This design comes from an exercise in tuning for small area on the open sky130 flow, not from production work. Where RTL was checked, it was by simulation tests only, not by an equivalence proof against the original.

==> xenon <==
==> flow/design.v <==
module hvsync_generator(clk, rst, vga_h_sync, vga_v_sync, inDisplayArea, CounterX, CounterY, frame_tick);
input clk;
input rst;
output vga_h_sync, vga_v_sync;
output inDisplayArea;
output [9:0] CounterX;
output [8:0] CounterY;
output frame_tick;
reg [9:0] CounterX;
reg [8:0] CounterY;
wire CounterXmaxed = CounterX[9] & (&CounterX[7:0]);
always @(posedge clk, posedge rst)
if(rst)
	CounterX <= 0;
else if(CounterXmaxed)
	CounterX <= 0;
else
	CounterX <= CounterX + 1;
always @(posedge clk, posedge rst)
if(rst)
	CounterY <= 0;
else if(CounterXmaxed) CounterY <= CounterY + 1;
reg vga_HS, vga_VS;
always @(posedge clk, posedge rst)
if(rst) begin
	vga_HS <= 0;
	vga_VS <= 0;
end
else begin
	vga_HS <= CounterX[9] & CounterX[7] & ~CounterX[6] & ~CounterX[5] & CounterX[4];
	vga_VS <= (CounterY==500);
end
reg inDisplayArea;
always @(posedge clk, posedge rst)
if(rst)
	inDisplayArea <= 0;
else if(inDisplayArea==0)
	inDisplayArea <= (CounterXmaxed) && (CounterY<478);
else
	inDisplayArea <= !(CounterX==629);
assign frame_tick = vga_VS & (CounterX==1);
assign vga_h_sync = ~vga_HS;
assign vga_v_sync = ~vga_VS;
endmodule
module pong(clk, rst, Movleft, Movright, vga_h_sync, vga_v_sync, vga_R, vga_G, vga_B, Shoot);
input clk, rst, Movleft, Movright, Shoot;
output vga_h_sync, vga_v_sync, vga_R, vga_G, vga_B;
wire inDisplayArea;
wire [9:0] X;
wire [8:0] Y;
wire ResetCollision;
hvsync_generator syncgen(.clk(clk), .rst(rst), .vga_h_sync(vga_h_sync), .vga_v_sync(vga_v_sync),
  .inDisplayArea(inDisplayArea), .CounterX(X), .CounterY(Y), .frame_tick(ResetCollision));
wire [4:0] Yr = Y[8:4];
reg start, GameO, GameO_d, livereset, respawn, exitstart, death;
reg [2:0] lives;
reg [8:0] blk_gone;          
reg [12:0] accum;
reg [6:0] accum_hi;
wire pps = (accum == 0);
wire pps1 = pps & (accum_hi == 0);
always @(posedge clk, posedge rst)
    if(rst) begin
        accum <= 0;
        accum_hi <= 0;
    end
    else begin
        accum <= (pps ? 13'd5000 : accum) - 1'b1;
        if (pps) accum_hi <= (accum_hi == 0 ? 7'd100 : accum_hi) - 1'b1;
    end
reg [8:0] PaddlePosition;
always @(posedge clk, posedge rst)
    if(rst) PaddlePosition <= 249;
    else if(start) PaddlePosition <= 249;
    else if(pps & ~GameO) begin
        if(Movright) begin
            if(~&PaddlePosition) PaddlePosition <= PaddlePosition + 1'b1;
        end
        else if(Movleft) begin
            if(|PaddlePosition) PaddlePosition <= PaddlePosition - 1'b1;
        end
    end
reg [9:0] ballX;
reg [4:0] ballYr;
reg ball_dirX, ball_dirY, movX, movY;
wire [10:0] dX = {1'b0, X} - {1'b0, ballX};      
wire xb0  = (dX == 11'd0);
wire xb8  = (dX == 11'd8);
wire xb16 = (dX == 11'd16);
wire yrow  = (Yr == ballYr);
wire [5:0] ballYr1 = {1'b0, ballYr} + 1'b1;
wire yrow1 = ({1'b0, Yr} == ballYr1);
wire y4  = (Y[3:0] == 4'd4);
wire y12 = (Y[3:0] == 4'd12);
wire yb0  = y4 & yrow;       
wire yb8  = y12 & yrow;      
wire yb16 = y4 & yrow1;      
reg ball_inX, ball_inY;
always @(posedge clk, posedge rst)
        if(rst) ball_inX <= 0;
        else if(ball_inX==0) ball_inX <= xb0 & ball_inY;
        else ball_inX <= !xb16;
always @(posedge clk, posedge rst)
        if(rst) ball_inY <= 0;
        else if(ball_inY==0) ball_inY <= yb0;
        else ball_inY <= !yb16;
wire ball = ball_inX & ball_inY;
wire border = (X[9:3]==0) || (X[9:3]==78) || (Y[8:3]==0) || (Y[8:3]==59);
wire [10:0] dP = {1'b0, X} - {2'b0, PaddlePosition};     
wire paddle = ~dP[10] && (dP[9:0] >= 8) && (dP[9:0] <= 120) && (Yr==27);
wire BouncingObject = border | paddle;
wire deatharea = (X<=640) && (Yr==28);
wire [8:0] bcol;
assign bcol[0] = (X>=40)  && (X<=100);
assign bcol[1] = (X>=102) && (X<=162);
assign bcol[2] = (X>=164) && (X<=224);
assign bcol[3] = (X>=226) && (X<=286);
assign bcol[4] = (X>=288) && (X<=348);
assign bcol[5] = (X>=350) && (X<=410);
assign bcol[6] = (X>=412) && (X<=472);
assign bcol[7] = (X>=474) && (X<=534);
assign bcol[8] = (X>=536) && (X<=596);
wire row7 = (Yr == 7);
wire row30 = (Yr == 30);
wire [8:0] blk = bcol & (({9{row30}} & blk_gone) | ({9{row7}} & ~blk_gone));
wire blocks = |blk;
wire hitA = xb0 & yb8;       
wire hitB = xb8 & yb0;       
wire hitC = xb16 & yb8;      
wire hitD = xb8 & yb16;      
reg CollisionX1, CollisionX2, CollisionY1, CollisionY2, CollisionDeath;
reg [8:0] BlockHit;
always @(posedge clk, posedge rst)
    if(rst) begin
        CollisionX1 <= 0; CollisionX2 <= 0; CollisionY1 <= 0; CollisionY2 <= 0;
        CollisionDeath <= 0; BlockHit <= 0;
    end
    else if(ResetCollision) begin
        CollisionX1 <= 0; CollisionX2 <= 0; CollisionY1 <= 0; CollisionY2 <= 0;
        CollisionDeath <= 0; BlockHit <= 0;
    end
    else begin
        if(BouncingObject & hitA) CollisionX1 <= 1;
        if(BouncingObject & hitC) CollisionX2 <= 1;
        if(BouncingObject & hitB) CollisionY1 <= 1;
        if(BouncingObject & hitD) CollisionY2 <= 1;
        if(deatharea & hitA) CollisionDeath <= 1;
        BlockHit <= BlockHit | (blk & {9{hitA | hitB}});
    end
wire BlockCollision = |BlockHit;
reg [2:0] lives_n;
reg lives_dec;
reg GameO_n, livereset_n, respawn_n, start_n;
reg [8:0] blk_gone_n;
wire [8:0] first_hit = BlockHit & ~(BlockHit - 1'b1);
always @* begin
    lives_n = lives; lives_dec = 0;
    GameO_n = GameO; livereset_n = livereset; respawn_n = respawn; start_n = start;
    blk_gone_n = blk_gone;
    if(ResetCollision | CollisionDeath | (lives==0) | Shoot) begin
        if(BlockCollision & ~respawn)
            blk_gone_n = blk_gone | first_hit;
        else if(CollisionDeath & ~livereset & ~GameO & ~start) begin
            lives_dec = 1;
            livereset_n = 1;
        end
        else if(Shoot & ~GameO) livereset_n = 0;
        if(Shoot & GameO) begin
            blk_gone_n = 0;
            lives_n = 3;
            livereset_n = 1;
            start_n = 1;
            GameO_n = 0;
        end
        if(lives_n == 0) GameO_n = 1;
        if(exitstart & start_n) start_n = 0;
    end
    else if(&blk_gone) begin
        respawn_n = 1;
        lives_n = lives + 1'b1;
        blk_gone_n = 0;
    end
    if(death & respawn_n) respawn_n = 0;
end
reg [1:0] i;
reg s;
wire cd_step = pps1 & start;
always @(posedge clk, posedge rst)
    if(rst) begin
        i <= 0; s <= 0; exitstart <= 0;
    end
    else begin
        if(cd_step) begin
            i <= i + 1'b1;
            if(i == 3) s <= 1;
        end
        else if(~start) s <= 0;
        exitstart <= start & (s | exitstart);
    end
reg [9:0] ballX_n;
reg [4:0] ballYr_n;
reg ball_dirX_n, ball_dirY_n, movX_n, movY_n, death_n;
always @* begin
    ballX_n = ballX; ballYr_n = ballYr; ball_dirX_n = ball_dirX; ball_dirY_n = ball_dirY;
    movX_n = movX; movY_n = movY; death_n = death;
    if(ResetCollision & ~GameO) begin
        if((~(CollisionX1 & CollisionX2) & ~death & ~respawn) | BlockCollision) begin
            if(movX) ballX_n = ball_dirX ? ballX - 2'd2 : ballX + 2'd2;
            if(CollisionX2) ball_dirX_n = 1;
            else if(CollisionX1) ball_dirX_n = 0;
            else if(BlockCollision & ~movX) begin
                movX_n = 1;
                ball_dirY_n = 0;
                if(PaddlePosition > 249) ball_dirX_n = 0;
                else if(PaddlePosition < 249) ball_dirX_n = 1;
            end
            else if(BlockCollision) ball_dirY_n = ~ball_dirY;
        end
        if((~(CollisionY1 & CollisionY2 & ~respawn) & ~death) | BlockCollision) begin
            if(movY) ballYr_n = ball_dirY ? ballYr - 1'b1 : ballYr + 1'b1;
            if(CollisionY2) ball_dirY_n = 1;
            else if(CollisionY1) begin
                ball_dirY_n = 0;
                movX_n = 1;
            end
        end
        if(CollisionDeath | respawn) begin
            ballX_n = PaddlePosition + 10'd50;
            ballYr_n = 26;
            movX_n = 0;
            movY_n = 0;
            death_n = 1;
        end
        else if(death) begin
            ballX_n = PaddlePosition + 10'd55;
            if(Shoot & ~start) begin
                movY_n = 1;
                death_n = 0;
            end
        end
    end
end
always @(posedge clk, posedge rst)
    if(rst) begin
        lives <= 3;
        GameO <= 0;
        GameO_d <= 0;
        blk_gone <= 0;
        livereset <= 0;
        respawn <= 0;
        start <= 1;
        movX <= 0; movY <= 0;
        death <= 1;
        ballX <= 180;
        ballYr <= 26;
        ball_dirX <= 0;
        ball_dirY <= 0;
    end
    else begin
        lives <= lives_dec ? lives - 1'b1 : lives_n;
        GameO <= GameO_n;
        GameO_d <= GameO;
        blk_gone <= blk_gone_n;
        livereset <= livereset_n;
        respawn <= respawn_n;
        start <= start_n;
        movX <= movX_n; movY <= movY_n;
        death <= death_n;
        ballX <= ballX_n;
        ballYr <= ballYr_n;
        ball_dirX <= ball_dirX_n;
        ball_dirY <= ball_dirY_n;
    end
function inr; input [9:0] x; input [9:0] lo; input [9:0] hi; inr = (x >= lo) && (x <= hi); endfunction
wire I1 = inr(X,125,135), I2 = inr(X,125,190), I3 = inr(X,165,190), I4 = inr(X,180,190), I5 = inr(X,210,220),
     I6 = inr(X,210,275), I7 = inr(X,265,275), I8 = inr(X,295,305), I9 = inr(X,295,322), I10 = inr(X,322,333),
     I11 = inr(X,333,360), I12 = inr(X,350,360), I13 = inr(X,380,390), I14 = inr(X,380,445), I15 = inr(X,295,360),
     I16 = inr(X,435,445), I17 = inr(X,380,435), I18 = inr(X,220,230), I19 = inr(X,255,265), I20 = inr(X,230,255);
wire S = I1|I5|I7|I8|I12|I10|I13;
wire T = I1|I4|I8|I13;
reg go_row;
always @* case (Yr)
  11: go_row = I2|I6|I9|I11|I14;
  12: go_row = S;
  13: go_row = S|I3|I6|I14;
  14: go_row = S|I4;
  15: go_row = S|I4|I2|I14;
  19: go_row = I2|I5|I7|I15|I14;
  20: go_row = T|I5|I7|I16;
  21: go_row = T|I5|I7|I15|I17;
  22: go_row = T|I18|I19|I16;
  23: go_row = T|I20|I15|I16|I2;
  default: go_row = 0;
endcase
wire GameOver = GameO_d & go_row;
wire xA = (X>=257) && (X<=322);
wire threeA   = xA && ((Yr==11) || (Yr==13));
wire threeB   = xA && (Yr==15);
wire threeleft= (X>=312) && (X<=322) && (Y[8:6]==3);
wire twoleft  = (X>=257) && (X<=267) && (Y[8:5]==7);
wire tworight = (X>=312) && (X<=322) && (Y[8:5]==6);
wire onemid   = (X>=285) && (X<=295) && (Y[8:6]==3);
wire onetop   = (X>=257) && (X<=295) && (Yr==11);
wire countdown = ((i==1 || i==2) && threeA) || ((i!=0) && threeB) || ((i==1) && threeleft)
              || ((i==2) && (twoleft || tworight)) || ((i==3) && (onemid || onetop));
wire R = BouncingObject | ball | GameOver;
wire G = R | blocks;
wire B = G | countdown;
reg vga_R, vga_G, vga_B;
always @(posedge clk, posedge rst)
if(rst) begin
	vga_R <= 0;
	vga_G <= 0;
	vga_B <= 0;
end
else begin
	vga_R <= R & inDisplayArea;
	vga_G <= G & inDisplayArea;
	vga_B <= B & inDisplayArea;
end
endmodule
==> flow/flow/run.sh <==
#!/bin/bash
# Own layout flow: the standard ORFS flow (standard.sh), with one change
# to synthesis: the combinational logic is mapped by ABC with an area-oriented
# script (flow/abc.script) and Yosys's adder cell mapping is skipped, so ABC
# sees the adders as plain logic. Registers are mapped exactly as in the
# standard synthesis. Every tool's output goes to a log file in this folder
# (ORFS also keeps its per-step logs under orfs/logs/).
set -euo pipefail
W=$PWD
rm -rf "$W/scripts_x"
cp -r "$FLOW_HOME/scripts" "$W/scripts_x"
cp "$W/flow/abc.script" "$W/scripts_x/abc_speed.script"
bash standard.sh SCRIPTS_DIR="$W/scripts_x" ADDER_MAP_FILE= synth > "$W/synth.log" 2>&1
bash standard.sh SCRIPTS_DIR="$W/scripts_x" ADDER_MAP_FILE= finish > "$W/layout.log" 2>&1
test -f "$W/out/final.def"
==> flow/flow/abc.script <==
&get -n
&st
&deepsyn -T 60
&dch -f
&nf -R 1000
&put
topo
==> flow/standard.sh <==
#!/bin/bash
# synth_recipe.tcl (not shown) runs the flow's synth.tcl, then flattens the netlist and writes it again
# the make line also repeats each setting of config.mk as NAME=value (left out here)
make -C /OpenROAD-flow-scripts/flow DESIGN_CONFIG=/design/flow/config.mk WORK_HOME=/design/flow/orfs CLKGATE_MAP_FILE= SYNTH_SCRIPT=/design/flow/synth_recipe.tcl "${@:-finish}"
==> flow/config.mk <==
export PLATFORM = sky130hd
export DESIGN_NAME = pong
export DESIGN_NICKNAME = pong
export VERILOG_FILES = /design/flow/design.v
export SDC_FILE = /design/flow/constraint.sdc
export NUM_CORES = 4
export LEC_CHECK = 0
export CAP_MARGIN = 20
export CORE_MARGIN = 2
export CORE_UTILIZATION = 40
export SLEW_MARGIN = 20
==> flow/constraint.sdc <==
create_clock -name core_clock -period 20.0 [get_ports {clk}]
set_input_delay 4.0000 -clock core_clock [delete_from_list [all_inputs] [get_ports {clk}]]
set_output_delay 4.0000 -clock core_clock [all_outputs]
set_load 0.01 [all_outputs]
==> inputs of garnet, as changes to xenon <==
--- a/flow/design.v
+++ b/flow/design.v
@@ -271,28 +271,46 @@
         ball_dirX <= ball_dirX_n;
         ball_dirY <= ball_dirY_n;
     end
-function inr; input [9:0] x; input [9:0] lo; input [9:0] hi; inr = (x >= lo) && (x <= hi); endfunction
-wire I1 = inr(X,125,135), I2 = inr(X,125,190), I3 = inr(X,165,190), I4 = inr(X,180,190), I5 = inr(X,210,220),
-     I6 = inr(X,210,275), I7 = inr(X,265,275), I8 = inr(X,295,305), I9 = inr(X,295,322), I10 = inr(X,322,333),
-     I11 = inr(X,333,360), I12 = inr(X,350,360), I13 = inr(X,380,390), I14 = inr(X,380,445), I15 = inr(X,295,360),
-     I16 = inr(X,435,445), I17 = inr(X,380,435), I18 = inr(X,220,230), I19 = inr(X,255,265), I20 = inr(X,230,255);
-wire S = I1|I5|I7|I8|I12|I10|I13;
-wire T = I1|I4|I8|I13;
-reg go_row;
-always @* case (Yr)
-  11: go_row = I2|I6|I9|I11|I14;
-  12: go_row = S;
-  13: go_row = S|I3|I6|I14;
-  14: go_row = S|I4;
-  15: go_row = S|I4|I2|I14;
-  19: go_row = I2|I5|I7|I15|I14;
-  20: go_row = T|I5|I7|I16;
-  21: go_row = T|I5|I7|I15|I17;
-  22: go_row = T|I18|I19|I16;
-  23: go_row = T|I20|I15|I16|I2;
-  default: go_row = 0;
-endcase
-wire GameOver = GameO_d & go_row;
+wire Gtop    = (X>=125) && (X<=190) && (Yr==11);
+wire Gbottom = (X>=125) && (X<=190) && (Yr==15);
+wire Gmiddle = (X>=165) && (X<=190) && (Yr==13);
+wire Gleft   = (X>=125) && (X<=135) && (Y[8:6]==3);
+wire Gright  = (X>=180) && (X<=190) && (Y[8:5]==7);
+wire Aleft   = (X>=210) && (X<=220) && (Y[8:6]==3);
+wire Aright  = (X>=265) && (X<=275) && (Y[8:6]==3);
+wire Atop    = (X>=210) && (X<=275) && (Yr==11);
+wire Amid    = (X>=210) && (X<=275) && (Yr==13);
+wire Mleft   = (X>=295) && (X<=305) && (Y[8:6]==3);
+wire Mright  = (X>=350) && (X<=360) && (Y[8:6]==3);
+wire Mtop1   = (X>=295) && (X<=322) && (Yr==11);
+wire Mtop2   = (X>=333) && (X<=360) && (Yr==11);
+wire Mmid    = (X>=322) && (X<=333) && (Y[8:6]==3);
+wire Eleft   = (X>=380) && (X<=390) && (Y[8:6]==3);
+wire Etop    = (X>=380) && (X<=445) && (Yr==11);
+wire Emid    = (X>=380) && (X<=445) && (Yr==13);
+wire Ebottom = (X>=380) && (X<=445) && (Yr==15);
+wire Oleft   = (X>=125) && (X<=135) && (Y[8:6]==5);
+wire Oright  = (X>=180) && (X<=190) && (Y[8:6]==5);
+wire Otop    = (X>=125) && (X<=190) && (Yr==19);
+wire Obottom = (X>=125) && (X<=190) && (Yr==23);
+wire Vleft   = (X>=210) && (X<=220) && (Y[8:5]==10);
+wire Vleft1  = (X>=210) && (X<=220) && (Yr==19);
+wire Vleft2  = (X>=220) && (X<=230) && (Yr==22);
+wire Vright  = (X>=265) && (X<=275) && (Y[8:5]==10);
+wire Vright1 = (X>=265) && (X<=275) && (Yr==19);
+wire Vright2 = (X>=255) && (X<=265) && (Yr==22);
+wire Vbottom = (X>=230) && (X<=255) && (Yr==23);
+wire E2left  = (X>=295) && (X<=305) && (Y[8:6]==5);
+wire E2top   = (X>=295) && (X<=360) && (Yr==19);
+wire E2mid   = (X>=295) && (X<=360) && (Yr==21);
+wire E2bottom= (X>=295) && (X<=360) && (Yr==23);
+wire Rleft   = (X>=380) && (X<=390) && (Y[8:6]==5);
+wire Rtop    = (X>=380) && (X<=445) && (Yr==19);
+wire Rmid    = (X>=380) && (X<=435) && (Yr==21);
+wire Rright  = (X>=380) && (X<=390) && (Y[8:5]==11);
+wire Rright2 = (X>=435) && (X<=445) && (Yr==20);
+wire Rright3 = (X>=435) && (X<=445) && (Y[8:5]==11);
+wire GameOver = GameO_d & (Rright2 | Rright3 | Rleft | Rtop | Rmid | Rright | Gtop | Gbottom | Gmiddle | Gleft | Gright | Aleft | Aright | Atop | Amid | Mleft | Mright | Mtop1 | Mtop2 | Mmid | Eleft | Etop | Emid | Ebottom | Oleft | Oright | Otop | Obottom | Vleft | Vright | Vbottom | E2left | E2top | E2mid | E2bottom | Vleft2 | Vright2 | Vright1 | Vleft1);
 wire xA = (X>=257) && (X<=322);
 wire threeA   = xA && ((Yr==11) || (Yr==13));
 wire threeB   = xA && (Yr==15);
==> flow/run.sh (new file) <==
#!/bin/bash
# synth_recipe.tcl (not shown) runs the flow's synth.tcl, then flattens the netlist and writes it again
# the make line also repeats each setting of config.mk as NAME=value (left out here)
make -C /OpenROAD-flow-scripts/flow DESIGN_CONFIG=/design/flow/config.mk WORK_HOME=/design/flow/orfs CLKGATE_MAP_FILE= SYNTH_SCRIPT=/design/flow/synth_recipe.tcl finish
removed: flow/flow/run.sh
removed: flow/flow/abc.script
removed: flow/standard.sh
==> notes <==
- Between xenon and garnet, the lower worst setup slack is in garnet (gap 0.48 ns).
- Of garnet and xenon, garnet has the higher worst hold slack (gap 0.015 ns).
- In xenon the global-route usage is higher than in garnet, by 1.5 points.
- Between xenon and garnet, the lower count of clock-buffer cells in the layout is in garnet (gap 1).
Only the layout flow was run in xenon; the RTL was not checked for function there.

port drivers added, routing unchanged:
How much do the figures lean on ideal ports? The routed layouts below were timed once more, with nothing changed but the port constraints.
Step 1 assumes that a clkbuf_16 drives the clock port and a buf_2 every other input.
Step 2, shift: input delay + t, output delay - t, t = (earliest + latest rising clock arrival at the registers) / 2. This alone moves slack from input paths to output paths.
a / b / c = no drivers / after step 1 / after step 2; a / b = the first two.
run	t, ns	setup slack, ns	worst hold slack (ns)	worst setup path after step 2	worst slew at a driven data input, ns
xenon	0.411	14.246 / 14.267 / 13.856	0.419 / 0.419 / 0.419	input to register	0.03
garnet	0.415	13.765 / 13.790 / 13.375	0.434 / 0.434 / 0.434	input to register	0.03
After both steps every run listed still meets setup and hold.
